Source: an optimization exercise on an open RTL-to-GDS flow (aim: small area and a short achievable clock period). Production flows keep margins and buffers that such runs may drop. RTL that was checked went through simulation tests only; none was proved equivalent to the original.

Design main, start of the top module:
module main (
    input wire clk,
    input wire rst,
    input wire [7:0] in,
    input wire [2:0] op,
    input wire apply,
    output wire [7:0] tail,
    output wire empty,
    output reg valid
);
For scale: ~610 cells after synthesis, ~24 I/O pins, ~5200 um2 of cells after synthesis.
==> module mul8lo, before the edit <==
module mul8lo (
    input  wire [7:0] a,
    input  wire [7:0] b,
    output wire [7:0] p
);
    wire [7:0] s [0:7];
    wire [8:0] c [0:7];
    genvar i, j;
    generate
        for (j = 0; j < 8; j = j + 1) begin : r0
            assign s[0][j] = a[j] & b[0];
        end
        assign c[0] = 9'd0;
        for (i = 1; i < 8; i = i + 1) begin : row
            for (j = 0; j < i; j = j + 1) begin : lo
                assign s[i][j] = s[i-1][j];
            end
            assign c[i][i:0] = {(i+1){1'b0}};
            for (j = i; j < 8; j = j + 1) begin : col
                wire x = s[i-1][j];
                wire y = c[i-1][j];
                wire z = a[j-i] & b[i];
                assign s[i][j]   = x ^ y ^ z;
                assign c[i][j+1] = (x & y) | (x & z) | (y & z);
            end
        end
    endgenerate
    assign p = s[7];
endmodule
==> module addsub8, before the edit <==
module addsub8 (
    input  wire [7:0] a,
    input  wire [7:0] b,
    input  wire       sub,
    output wire [7:0] y
);
    wire [7:0] x = a ^ {8{sub}};
    wire [8:0] c;
    assign c[0] = sub;
    genvar j;
    generate
        for (j = 0; j < 8; j = j + 1) begin : bt
            assign y[j]   = b[j] ^ x[j] ^ c[j];
            assign c[j+1] = (b[j] & x[j]) | (b[j] & c[j]) | (x[j] & c[j]);
        end
    endgenerate
endmodule
==> module main, before the edit <==
module main (
    input wire clk,
    input wire rst,
    input wire [7:0] in,
    input wire [2:0] op,
    input wire apply,
    output wire [7:0] tail,
    output wire empty,
    output reg valid
);
    reg [7:0] q0, q1, q2, q3, q4;
    reg [2:0] c;     
    assign tail  = q0;
    assign empty = (c == 3'd0);
    reg [7:0] a, b;
    always @* begin
        case ({c[2], c[0]})
            2'd0: begin a = q1; b = q0; end
            2'd1: begin a = q2; b = q1; end
            2'd2: begin a = q3; b = q2; end
            default: begin a = q4; b = q3; end
        endcase
    end
    wire [7:0] quo, rem;
    divu8 u_div (.n(b), .d(a), .q(quo), .r(rem));
    wire       sub = op[2];
    wire [7:0] sum, prod;
    addsub8 u_as (.a(a), .b(b), .sub(sub), .y(sum));
    mul8lo u_mul (.a(a), .b(b), .p(prod));
    reg [7:0] res;
    always @* begin
        case (op)
            3'd0:    res = in;
            3'd3:    res = prod;
            3'd5:    res = quo;
            3'd6:    res = rem;
            default: res = sum;
        endcase
    end
    wire full = c[2] & c[0];
    wire ge2  = c[2] | c[1];
    wire ge1  = c != 3'd0;
    wire bad = (op == 3'd7)
             | ((op == 3'd0) & full)
             | ((op == 3'd1) & ~ge1)
             | ((op != 3'd0) & (op != 3'd1) & ~ge2)
             | (((op == 3'd5) | (op == 3'd6)) & (a == 8'd0));
    always @(posedge clk) begin
        if (apply && op != 3'd1) begin
            q0 <= res;
            q1 <= q0;
            q2 <= q1;
            q3 <= q2;
            q4 <= q3;
        end
    end
    always @(posedge clk or posedge rst) begin
        if (rst) begin
            c     <= 3'd0;
            valid <= 1'b1;
        end else if (apply) begin
            if (op == 3'd0) c <= c + 3'd1;
            else            c <= c - 3'd1;
            if (bad) valid <= 1'b0;
        end
    end
endmodule
clock: 15.5 ns
lec_check: 0
abc_area: 1
cap_margin: 20
core_margin: 2
core_utilization: 60
setup_slack_margin: 5
slew_margin: 20
run.sh (not shown) runs the stock make flow with config.mk's settings and CLKGATE_MAP_FILE= SYNTH_SCRIPT=/design/flow/synth_recipe.tcl, a recipe that flattens the netlist after the stock synthesis.
==> next run, changes <==
--- a/flow/design.v
+++ b/flow/design.v
@@ -22,58 +22,12 @@
             assign q[i] = ge;
             assign rr[i] = ge ? diff[W-1:0] : trial;
         end
     endgenerate
     assign r = rr[0];
 endmodule
-module mul8lo (
-    input  wire [7:0] a,
-    input  wire [7:0] b,
-    output wire [7:0] p
-);
-    wire [7:0] s [0:7];
-    wire [8:0] c [0:7];
-    genvar i, j;
-    generate
-        for (j = 0; j < 8; j = j + 1) begin : r0
-            assign s[0][j] = a[j] & b[0];
-        end
-        assign c[0] = 9'd0;
-        for (i = 1; i < 8; i = i + 1) begin : row
-            for (j = 0; j < i; j = j + 1) begin : lo
-                assign s[i][j] = s[i-1][j];
-            end
-            assign c[i][i:0] = {(i+1){1'b0}};
-            for (j = i; j < 8; j = j + 1) begin : col
-                wire x = s[i-1][j];
-                wire y = c[i-1][j];
-                wire z = a[j-i] & b[i];
-                assign s[i][j]   = x ^ y ^ z;
-                assign c[i][j+1] = (x & y) | (x & z) | (y & z);
-            end
-        end
-    endgenerate
-    assign p = s[7];
-endmodule
-module addsub8 (
-    input  wire [7:0] a,
-    input  wire [7:0] b,
-    input  wire       sub,
-    output wire [7:0] y
-);
-    wire [7:0] x = a ^ {8{sub}};
-    wire [8:0] c;
-    assign c[0] = sub;
-    genvar j;
-    generate
-        for (j = 0; j < 8; j = j + 1) begin : bt
-            assign y[j]   = b[j] ^ x[j] ^ c[j];
-            assign c[j+1] = (b[j] & x[j]) | (b[j] & c[j]) | (x[j] & c[j]);
-        end
-    endgenerate
-endmodule
 module main (
     input wire clk,
     input wire rst,
     input wire [7:0] in,
     input wire [2:0] op,
     input wire apply,
@@ -94,20 +48,18 @@
             default: begin a = q4; b = q3; end
         endcase
     end
     wire [7:0] quo, rem;
     divu8 u_div (.n(b), .d(a), .q(quo), .r(rem));
     wire       sub = op[2];
-    wire [7:0] sum, prod;
-    addsub8 u_as (.a(a), .b(b), .sub(sub), .y(sum));
-    mul8lo u_mul (.a(a), .b(b), .p(prod));
+    wire [7:0] sum = b + (a ^ {8{sub}}) + {7'd0, sub};
     reg [7:0] res;
     always @* begin
         case (op)
             3'd0:    res = in;
-            3'd3:    res = prod;
+            3'd3:    res = a * b;
             3'd5:    res = quo;
             3'd6:    res = rem;
             default: res = sum;
         endcase
     end
     wire full = c[2] & c[0];
Outcome: Routed wire length grows by 5.8%; setup slack is better by 0.099 ns; clock skew hardly moves; maximum frequency increases by 0.97%.
No functional check of the RTL was part of the first run of this note.

* * *

Setup of job 101:
main, a different RTL version from the one above (not shown whole).
Size in the first run: ~550 cells after synthesis, about 24 I/O pins, about 4800 sq um of cells after synthesis.
clock: 15.5 ns
lec_check: 0
abc_area: 1
cap_margin: 0
core_margin: 2
core_utilization: 60
setup_slack_margin: 5
slew_margin: 0
tns_end_percent: 10
Inputs modified between job 101 and job 102:
diff --git a/flow/design.v b/flow/design.v
--- a/flow/design.v
+++ b/flow/design.v
@@ -272,24 +272,17 @@
     input wire apply,
     output wire [7:0] tail,
     output wire empty,
     output reg valid
 );
     reg [7:0] q0, q1, q2, q3, q4;
-    reg [2:0] c;     
+    reg [5:0] s;     
     assign tail  = q0;
-    assign empty = (c == 3'd0);
-    reg [7:0] a, b;
-    always @* begin
-        case ({c[2], c[0]})
-            2'd0: begin a = q1; b = q0; end
-            2'd1: begin a = q2; b = q1; end
-            2'd2: begin a = q3; b = q2; end
-            default: begin a = q4; b = q3; end
-        endcase
-    end
+    assign empty = s[0];
+    wire [7:0] a = ({8{s[2]}} & q1) | ({8{s[3]}} & q2) | ({8{s[4]}} & q3) | ({8{s[5]}} & q4);
+    wire [7:0] b = ({8{s[2]}} & q0) | ({8{s[3]}} & q1) | ({8{s[4]}} & q2) | ({8{s[5]}} & q3);
     wire [7:0] quo, rem;
     divu8 u_div (.n(b), .d(a), .q(quo), .r(rem));
     wire       sub = op[2];
     wire [7:0] sum, prod;
     addsub8 u_as (.a(a), .b(b), .sub(sub), .y(sum));
     mul8lo u_mul (.a(a), .b(b), .p(prod));
@@ -300,15 +293,15 @@
             3'd3:    res = prod;
             3'd5:    res = quo;
             3'd6:    res = rem;
             default: res = sum;
         endcase
     end
-    wire full = c[2] & c[0];
-    wire ge2  = c[2] | c[1];
-    wire ge1  = c != 3'd0;
+    wire full = s[5];
+    wire ge2  = ~s[0] & ~s[1];
+    wire ge1  = ~s[0];
     wire bad = (op == 3'd7)
              | ((op == 3'd0) & full)
              | ((op == 3'd1) & ~ge1)
              | ((op != 3'd0) & (op != 3'd1) & ~ge2)
              | (((op == 3'd5) | (op == 3'd6)) & (a == 8'd0));
     always @(posedge clk) begin
@@ -319,15 +312,15 @@
             q3 <= q2;
             q4 <= q3;
         end
     end
     always @(posedge clk or posedge rst) begin
         if (rst) begin
-            c     <= 3'd0;
+            s     <= 6'd1;
             valid <= 1'b1;
         end else if (apply) begin
-            if (op == 3'd0) c <= c + 3'd1;
-            else            c <= c - 3'd1;
+            if (op == 3'd0) s <= {s[4:0], 1'b0};
+            else            s <= {1'b0, s[5:1]};
             if (bad) valid <= 1'b0;
         end
     end
 endmodule
==> results.txt <==
From job 101 to job 102 the numbers moved as follows: clock network area share now smaller; worst hold slack after final layout now larger; number of synthesized flops with an enable pin comparable; core utilization now larger; area growth from synthesis to layout now larger.
The cell count after placement in job 102 was higher than what job 101 gave.
Job 102 vs. job 101: non-clock buffer count rose 42; fraction of the mapped netlist area in compound gates fell 0.39 points; flip-flop and latch area rose 6.0%; initial core utilization fell 0.68 points; number of global-route vias before repair fell 220.
Job 102 vs job 101: share of synthesized cell area in full adder, half adder and majority cells down
Summary — share of cell area taken by flip-flops and latches, job 102 relative to job 101: lower, by 1.3 points.
Function not checked in job 102: the RTL went through the layout flow alone.

* * *

## main
The RTL this note starts from:
==> flow/design.v <==
module divu8 (
    input  wire [7:0] n,
    input  wire [7:0] d,
    output wire [7:0] q,
    output wire [7:0] r
);
    wire [7:0] rr [0:8];
    assign rr[8] = 8'd0;
    genvar i;
    generate
        for (i = 7; i >= 0; i = i - 1) begin : st
            localparam W = 8 - i;
            wire [W-1:0] trial;
            if (W == 1) begin : w1
                assign trial = n[i];
            end else begin : wn
                assign trial = {rr[i+1][W-2:0], n[i]};
            end
            wire hz = ~|(d >> W);
            wire [W:0] diff = {1'b0, trial} - {1'b0, d[W-1:0]};
            wire ge = hz & ~diff[W];
            assign q[i] = ge;
            assign rr[i] = ge ? diff[W-1:0] : trial;
        end
    endgenerate
    assign r = rr[0];
endmodule
module main (
    input wire clk,
    input wire rst,
    input wire [7:0] in,
    input wire [2:0] op,
    input wire apply,
    output wire [7:0] tail,
    output wire empty,
    output reg valid
);
    reg [7:0] q0, q1, q2, q3, q4;
    reg [2:0] c;     
    assign tail  = q0;
    assign empty = (c == 3'd0);
    reg [7:0] a, b;
    always @* begin
        case ({c[2], c[0]})
            2'd0: begin a = q1; b = q0; end
            2'd1: begin a = q2; b = q1; end
            2'd2: begin a = q3; b = q2; end
            default: begin a = q4; b = q3; end
        endcase
    end
    wire [7:0] quo, rem;
    divu8 u_div (.n(b), .d(a), .q(quo), .r(rem));
    wire       sub = op[2];
    wire [7:0] sum = b + (a ^ {8{sub}}) + {7'd0, sub};
    reg [7:0] res;
    always @* begin
        case (op)
            3'd0:    res = in;
            3'd3:    res = a * b;
            3'd5:    res = quo;
            3'd6:    res = rem;
            default: res = sum;
        endcase
    end
    wire full = c[2] & c[0];
    wire ge2  = c[2] | c[1];
    wire ge1  = c != 3'd0;
    wire bad = (op == 3'd7)
             | ((op == 3'd0) & full)
             | ((op == 3'd1) & ~ge1)
             | ((op != 3'd0) & (op != 3'd1) & ~ge2)
             | (((op == 3'd5) | (op == 3'd6)) & (a == 8'd0));
    always @(posedge clk) begin
        if (apply && op != 3'd1) begin
            q0 <= res;
            q1 <= q0;
            q2 <= q1;
            q3 <= q2;
            q4 <= q3;
        end
    end
    always @(posedge clk or posedge rst) begin
        if (rst) begin
            c     <= 3'd0;
            valid <= 1'b1;
        end else if (apply) begin
            if (op == 3'd0) c <= c + 3'd1;
            else            c <= c - 3'd1;
            if (bad) valid <= 1'b0;
        end
    end
endmodule
make LEC_CHECK=0 CAP_MARGIN=20 CORE_MARGIN=2 CORE_UTILIZATION=40 SLEW_MARGIN=20 finish   # period 15.5 ns
#### Input delta (the feature branch over main)
--- a/flow/design.v
+++ b/flow/design.v
@@ -35,41 +35,30 @@
     output wire empty,
     output reg valid
 );
     reg [7:0] q0, q1, q2, q3, q4;
-    reg [2:0] c;     
+    reg [4:0] t;
     assign tail  = q0;
-    assign empty = (c == 3'd0);
-    reg [7:0] a, b;
-    always @* begin
-        case ({c[2], c[0]})
-            2'd0: begin a = q1; b = q0; end
-            2'd1: begin a = q2; b = q1; end
-            2'd2: begin a = q3; b = q2; end
-            default: begin a = q4; b = q3; end
-        endcase
-    end
+    assign empty = ~t[0];
+    wire [7:0] a = t[4] ? q4 : t[3] ? q3 : t[2] ? q2 : q1;
+    wire [7:0] b = t[4] ? q3 : t[3] ? q2 : t[2] ? q1 : q0;
     wire [7:0] quo, rem;
     divu8 u_div (.n(b), .d(a), .q(quo), .r(rem));
-    wire       sub = op[2];
-    wire [7:0] sum = b + (a ^ {8{sub}}) + {7'd0, sub};
     reg [7:0] res;
     always @* begin
         case (op)
             3'd0:    res = in;
+            3'd2:    res = a + b;
             3'd3:    res = a * b;
+            3'd4:    res = b - a;
             3'd5:    res = quo;
-            3'd6:    res = rem;
-            default: res = sum;
+            default: res = rem;
         endcase
     end
-    wire full = c[2] & c[0];
-    wire ge2  = c[2] | c[1];
-    wire ge1  = c != 3'd0;
     wire bad = (op == 3'd7)
-             | ((op == 3'd0) & full)
-             | ((op == 3'd1) & ~ge1)
-             | ((op != 3'd0) & (op != 3'd1) & ~ge2)
+             | ((op == 3'd0) & t[4])
+             | ((op == 3'd1) & ~t[0])
+             | ((op != 3'd0) & (op != 3'd1) & ~t[1])
              | (((op == 3'd5) | (op == 3'd6)) & (a == 8'd0));
     always @(posedge clk) begin
         if (apply && op != 3'd1) begin
             q0 <= res;
@@ -80,13 +69,13 @@
         end
     end
     always @(posedge clk or posedge rst) begin
         if (rst) begin
-            c     <= 3'd0;
+            t     <= 5'd0;
             valid <= 1'b1;
         end else if (apply) begin
-            if (op == 3'd0) c <= c + 3'd1;
-            else            c <= c - 3'd1;
+            if (op == 3'd0) t <= {t[3:0], 1'b1};
+            else            t <= {1'b0, t[4:1]};
             if (bad) valid <= 1'b0;
         end
     end
 endmodule
Results
Delta (the feature branch minus main): final area +about 3.6%; TritonCTS sink count higher. The feature branch: final cell count 72 above main. Sort main and the feature branch by final-stage net count, descending, and the feature branch comes first. STATUS routed wire length: the feature branch loses against main. Per the comparison of the feature branch with main, die outline area went up 490 um2; number of multi-input logic gates up 17%; layout sequential cell count rose by about 4.5%. The feature branch against main; maximum achievable frequency is up slightly. There was hardly any difference in sequential share of layout area between main and the feature branch. The feature branch packs its core tighter than main.

* * *

// main: RTL as listed in full above, without the edits since
Settings: LEC_CHECK=0, CAP_MARGIN=20, CORE_MARGIN=2, CORE_UTILIZATION=60, SETUP_SLACK_MARGIN=5, SLEW_MARGIN=20; clock period 15.5 ns.
The starting point produced a clean layout.
Next try:
--- a/flow/design.v
+++ b/flow/design.v
@@ -4,23 +4,31 @@
     output wire [7:0] q,
     output wire [7:0] r
 );
-    wire [7:0] rr [0:8];
-    assign rr[8] = 8'd0;
-    genvar i;
+    wire [9:0] d1 = {2'b00, d};
+    wire [9:0] d2 = {1'b0, d, 1'b0};
+    wire [9:0] d3 = d1 + d2;
+    wire [7:0] rr [0:4];
+    assign rr[4] = 8'd0;
+    genvar k;
     generate
-        for (i = 7; i >= 0; i = i - 1) begin : st
-            localparam W = 8 - i;
-            wire [W-1:0] trial;
-            if (W == 1) begin : w1
-                assign trial = n[i];
+        for (k = 3; k >= 0; k = k - 1) begin : st
+            localparam W = 8 - 2 * k;
+            wire [9:0] x;
+            if (W == 2) begin : w2
+                assign x = {8'd0, n[2*k+1], n[2*k]};
             end else begin : wn
-                assign trial = {rr[i+1][W-2:0], n[i]};
+                assign x = {{(10-W){1'b0}}, rr[k+1][W-3:0], n[2*k+1], n[2*k]};
             end
-            wire hz = ~|(d >> W);
-            wire [W:0] diff = {1'b0, trial} - {1'b0, d[W-1:0]};
-            wire ge = hz & ~diff[W];
-            assign q[i] = ge;
-            assign rr[i] = ge ? diff[W-1:0] : trial;
+            wire g1 = x >= d1;
+            wire g2 = x >= d2;
+            wire g3 = x >= d3;
+            wire [W-1:0] s1 = x[W-1:0] - d1[W-1:0];
+            wire [W-1:0] s2 = x[W-1:0] - d2[W-1:0];
+            wire [W-1:0] s3 = x[W-1:0] - d3[W-1:0];
+            assign q[2*k+1] = g2;
+            assign q[2*k]   = g3 | (g1 & ~g2);
+            wire [W-1:0] nr = g3 ? s3 : g2 ? s2 : g1 ? s1 : x[W-1:0];
+            assign rr[k] = nr;
         end
     endgenerate
     assign r = rr[0];
Design area went up by 18%.
Setup slack improves by 1.3 ns.
Wire length grows by 44%.
Via count came out higher by 39%.
Clock-buffer cell count stays the same.
Sequential share of layout area falls by 3.2 points.
Die area climbs by 28%.
Global-route usage came out higher by 2.4 points.
The RTL of the second run of this note was laid out without a check of its function.

-- static timing again, ports no longer ideal --
In the flow no input, the clock included, has a driving cell. The finished layouts below were timed again as built, in two steps.
Step 1, drivers: a clkbuf_16 drives clk and a buf_2 each remaining input, both assumed.
Step 2 moves the port delays by t, midway between the first and last clock arrival at a register: inputs arrive t later, outputs are due t later. That takes back most of the time a late clock gives input paths.
Slacks: no drivers / after step 1 / after step 2; pairs: no drivers / after step 1.
run | shift t [ns] | setup WS [ns] | worst data-port slew with drivers (ns)
the first run of note 1 | 0.324 | 5.210 / 5.210 / 5.210 | 0.04
the second run of note 1 | 0.324 | 5.310 / 5.310 / 5.310 | 0.03
job 101 | 0.326 | 4.792 / 4.792 / 4.792 | 0.04
job 102 | 0.322 | 5.164 / 5.164 / 5.164 | 0.04
main | 0.310 | 1.318 / 1.318 / 1.318 | 0.03
the feature branch | 0.315 | 1.460 / 1.460 / 1.460 | 0.04
the first run of note 4 | 0.318 | 3.950 / 3.950 / 3.950 | 0.04
the second run of note 4 | 0.329 | 5.251 / 5.251 / 5.251 | 0.03
After both steps setup and hold are still met in every run listed.
